Context: an optimization exercise on an open-source flow, tuned for small area and a short achievable clock period. The choices shown serve that exercise and are no tape-out recipe.
Only simulation tests tie the RTL to the original design; equivalence was not proved.

== P ==
==> module dd_cell, before the edit <==
module dd_cell (input logic b, input logic m0, input logic m1, input logic m2, output logic n0, output logic n1, output logic n2, output logic c);
    logic w_new_n10, w_new_n12, w_new_n15, w_new_n9;
    g_o21a_1 u0 (.A1(m0), .B1(m2), .A2(b), .X(w_new_n9));
    g_nand2_1 u1 (.A(m0), .B(b), .Y(w_new_n10));
    g_o21ai_0 u2 (.A1(w_new_n10), .A2(m1), .B1(w_new_n9), .Y(n0));
    g_nor2_1 u3 (.A(m0), .B(b), .Y(w_new_n12));
    g_xnor2_1 u4 (.A(w_new_n12), .B(m2), .Y(n1));
    g_o21ai_0 u5 (.A1(m1), .A2(b), .B1(w_new_n10), .Y(n2));
    g_nor2_1 u6 (.A(m2), .B(b), .Y(w_new_n15));
    g_nor2_1 u7 (.A(w_new_n15), .B(m1), .Y(c));
endmodule
==> module dd_cell_nc, before the edit <==
module dd_cell_nc (input logic b, input logic m0, input logic m1, input logic m2, output logic n0, output logic n1, output logic n2);
    logic w_new_n11, w_new_n8, w_new_n9;
    g_o21a_1 u0 (.A1(m0), .B1(m2), .A2(b), .X(w_new_n8));
    g_nand2_1 u1 (.A(m0), .B(b), .Y(w_new_n9));
    g_o21ai_0 u2 (.A1(w_new_n9), .A2(m1), .B1(w_new_n8), .Y(n0));
    g_nor2_1 u3 (.A(m0), .B(b), .Y(w_new_n11));
    g_xnor2_1 u4 (.A(w_new_n11), .B(m2), .Y(n1));
    g_o21ai_0 u5 (.A1(m1), .A2(b), .B1(w_new_n9), .Y(n2));
endmodule
==> flow/config.mk <==
export PLATFORM = sky130hd
export DESIGN_NAME = fsm_multiplier
export DESIGN_NICKNAME = fsm_multiplier
export VERILOG_FILES = /design/flow/design.v
export SDC_FILE = /design/flow/constraint.sdc
export NUM_CORES = 4
export LEC_CHECK = 0
export CAP_MARGIN = 20
export CORE_MARGIN = 2
export CORE_UTILIZATION = 65
export SLEW_MARGIN = 20
export SYNTH_HIERARCHICAL = 1
==> flow/constraint.sdc <==
create_clock -name core_clock -period 22.0 [get_ports {clk}]
set_input_delay 4.4000 -clock core_clock [delete_from_list [all_inputs] [get_ports {clk}]]
set_output_delay 4.4000 -clock core_clock [all_outputs]
set_load 0.01 [all_outputs]
standard.sh (not shown) runs the stock make flow with config.mk's settings and CLKGATE_MAP_FILE= SYNTH_SCRIPT=/design/flow/synth_recipe.tcl, a recipe that flattens the netlist after the stock synthesis.
==> flow/flow/run.sh <==
#!/bin/bash
set -euo pipefail
export BUFFER_PORTS_ARGS="-buffer_cell sky130_fd_sc_hd__buf_2"
export SETUP_SLACK_MARGIN=9.5
bash standard.sh > standard.log 2>&1
Inputs modified between P and Q:
--- a/flow/design.v
+++ b/flow/design.v
@@ -1,21 +1,23 @@
 module dd_cell (input logic b, input logic m0, input logic m1, input logic m2, output logic n0, output logic n1, output logic n2, output logic c);
-    logic w_new_n10, w_new_n12, w_new_n15, w_new_n9;
-    g_o21a_1 u0 (.A1(m0), .B1(m2), .A2(b), .X(w_new_n9));
-    g_nand2_1 u1 (.A(m0), .B(b), .Y(w_new_n10));
-    g_o21ai_0 u2 (.A1(w_new_n10), .A2(m1), .B1(w_new_n9), .Y(n0));
-    g_nor2_1 u3 (.A(m0), .B(b), .Y(w_new_n12));
-    g_xnor2_1 u4 (.A(w_new_n12), .B(m2), .Y(n1));
-    g_o21ai_0 u5 (.A1(m1), .A2(b), .B1(w_new_n10), .Y(n2));
-    g_nor2_1 u6 (.A(m2), .B(b), .Y(w_new_n15));
-    g_nor2_1 u7 (.A(w_new_n15), .B(m1), .Y(c));
+    logic w_new_n10, w_new_n11, w_new_n12, w_new_n14, w_new_n9;
+    g_inv_1 u0 (.A(m2), .Y(w_new_n9));
+    g_nor2_1 u1 (.A(m0), .B(b), .Y(w_new_n10));
+    g_nor2_1 u2 (.A(w_new_n10), .B(w_new_n9), .Y(w_new_n11));
+    g_nand2_1 u3 (.A(m0), .B(b), .Y(w_new_n12));
+    g_o21ai_0 u4 (.A1(w_new_n12), .A2(m1), .B1(w_new_n11), .Y(n0));
+    g_and2_0 u5 (.A(w_new_n10), .B(w_new_n9), .X(w_new_n14));
+    g_nor2_1 u6 (.A(w_new_n14), .B(w_new_n11), .Y(n1));
+    g_o21ai_0 u7 (.A1(m1), .A2(b), .B1(w_new_n12), .Y(n2));
+    g_nor2_1 u8 (.A(w_new_n14), .B(m1), .Y(c));
 endmodule
 module dd_cell_nc (input logic b, input logic m0, input logic m1, input logic m2, output logic n0, output logic n1, output logic n2);
-    logic w_new_n11, w_new_n8, w_new_n9;
-    g_o21a_1 u0 (.A1(m0), .B1(m2), .A2(b), .X(w_new_n8));
-    g_nand2_1 u1 (.A(m0), .B(b), .Y(w_new_n9));
-    g_o21ai_0 u2 (.A1(w_new_n9), .A2(m1), .B1(w_new_n8), .Y(n0));
-    g_nor2_1 u3 (.A(m0), .B(b), .Y(w_new_n11));
-    g_xnor2_1 u4 (.A(w_new_n11), .B(m2), .Y(n1));
-    g_o21ai_0 u5 (.A1(m1), .A2(b), .B1(w_new_n9), .Y(n2));
+    logic w_new_n10, w_new_n11, w_new_n8, w_new_n9;
+    g_inv_1 u0 (.A(m2), .Y(w_new_n8));
+    g_nor2_1 u1 (.A(m0), .B(b), .Y(w_new_n9));
+    g_nor2_1 u2 (.A(w_new_n9), .B(w_new_n8), .Y(w_new_n10));
+    g_nand2_1 u3 (.A(m0), .B(b), .Y(w_new_n11));
+    g_o21ai_0 u4 (.A1(w_new_n11), .A2(m1), .B1(w_new_n10), .Y(n0));
+    g_xor2_1 u5 (.A(w_new_n9), .B(w_new_n8), .X(n1));
+    g_o21ai_0 u6 (.A1(m1), .A2(b), .B1(w_new_n11), .Y(n2));
 endmodule
 module dd_first_en (input logic x0, input logic x1, input logic x2, input logic en, output logic n0, output logic n1, output logic n2, output logic c);
@@ -385,6 +387,9 @@
     g_o21ai_0 u12 (.A1(m2), .A2(w_new_n18), .B1(w_new_n19), .Y(s6));
 endmodule
-module g_o21a_1 (input logic A1, input logic A2, input logic B1, output logic X);
-    assign X = (A1&B1) | (A2&B1);
+module g_inv_1 (input logic A, output logic Y);
+    assign Y = (~A);
+endmodule
+module g_nor2_1 (input logic A, input logic B, output logic Y);
+    assign Y = (~A&~B);
 endmodule
 module g_nand2_1 (input logic A, input logic B, output logic Y);
@@ -394,25 +399,22 @@
     assign Y = (~A1&~A2) | (~B1);
 endmodule
-module g_nor2_1 (input logic A, input logic B, output logic Y);
-    assign Y = (~A&~B);
+module g_and2_0 (input logic A, input logic B, output logic X);
+    assign X = (A&B);
+endmodule
+module g_xor2_1 (input logic A, input logic B, output logic X);
+    assign X = (A&~B) | (~A&B);
 endmodule
 module g_xnor2_1 (input logic A, input logic B, output logic Y);
     assign Y = (~A&~B) | (A&B);
 endmodule
-module g_inv_1 (input logic A, output logic Y);
-    assign Y = (~A);
-endmodule
-module g_and2_0 (input logic A, input logic B, output logic X);
-    assign X = (A&B);
-endmodule
 module g_nand2b_1 (input logic A_N, input logic B, input logic A, input logic C, output logic Y);
     assign Y = (A_N) | (~B);
 endmodule
-module g_xor2_1 (input logic A, input logic B, output logic X);
-    assign X = (A&~B) | (~A&B);
-endmodule
 module g_o211a_1 (input logic A1, input logic A2, input logic B1, input logic C1, output logic X);
     assign X = (A1&B1&C1) | (A2&B1&C1);
 endmodule
+module g_o21a_1 (input logic A1, input logic A2, input logic B1, output logic X);
+    assign X = (A1&B1) | (A2&B1);
+endmodule
 module g_and3_1 (input logic A, input logic B, input logic C, output logic X);
     assign X = (A&B&C);
Notes after the runs:
- P → Q: wire length on met2 has increased, overall routed net length has increased, worst slack at placement has decreased.
- Lower fraction of the mapped netlist area in simple logic gates goes to P over Q.
- In Q the worst setup slack turned out 0.12 ns lower than in P.
- Looking at P and Q, the share of cell area taken by flip-flops and latches is a wash.
- Compared to P, Q has global-route usage 0.29 points higher.
- Met3 wirelength from detailed routing, Q vs P: up by a few percent
- Diff P -> Q: final critical delay including setup and external delays climbed 0.12 ns, via count climbed 2.0%.

re-timing with driven ports:
The results above use ideal ports. As a check the final layouts listed here were re-extracted and re-timed, cells and wires unchanged.
Step 1 assumes that a clkbuf_16 drives the clock port and a buf_2 every other input.
Step 2, shift: input delay + t, output delay - t, t = (earliest + latest rising clock arrival at the registers) / 2. This alone moves slack from input paths to output paths.
Three values: ideal, step 1, step 2; two values: the first two.
| run | t (ns) | setup WS [ns] | worst setup path after step 2 | worst data-port slew with drivers (ns) | cell pins on the clock port's net |
|---|---|---|---|---|---|
| P | 0.288 | 10.060 / 10.026 / 10.026 | input to output | 0.05 | 1 |
| Q | 0.292 | 9.936 / 9.906 / 9.906 | input to output | 0.05 | 1 |
After both steps setup and hold are still met in every run listed. The setup slack of P, which loses most, moves by -0.034 ns with the drivers and by -0.034 ns with both steps.
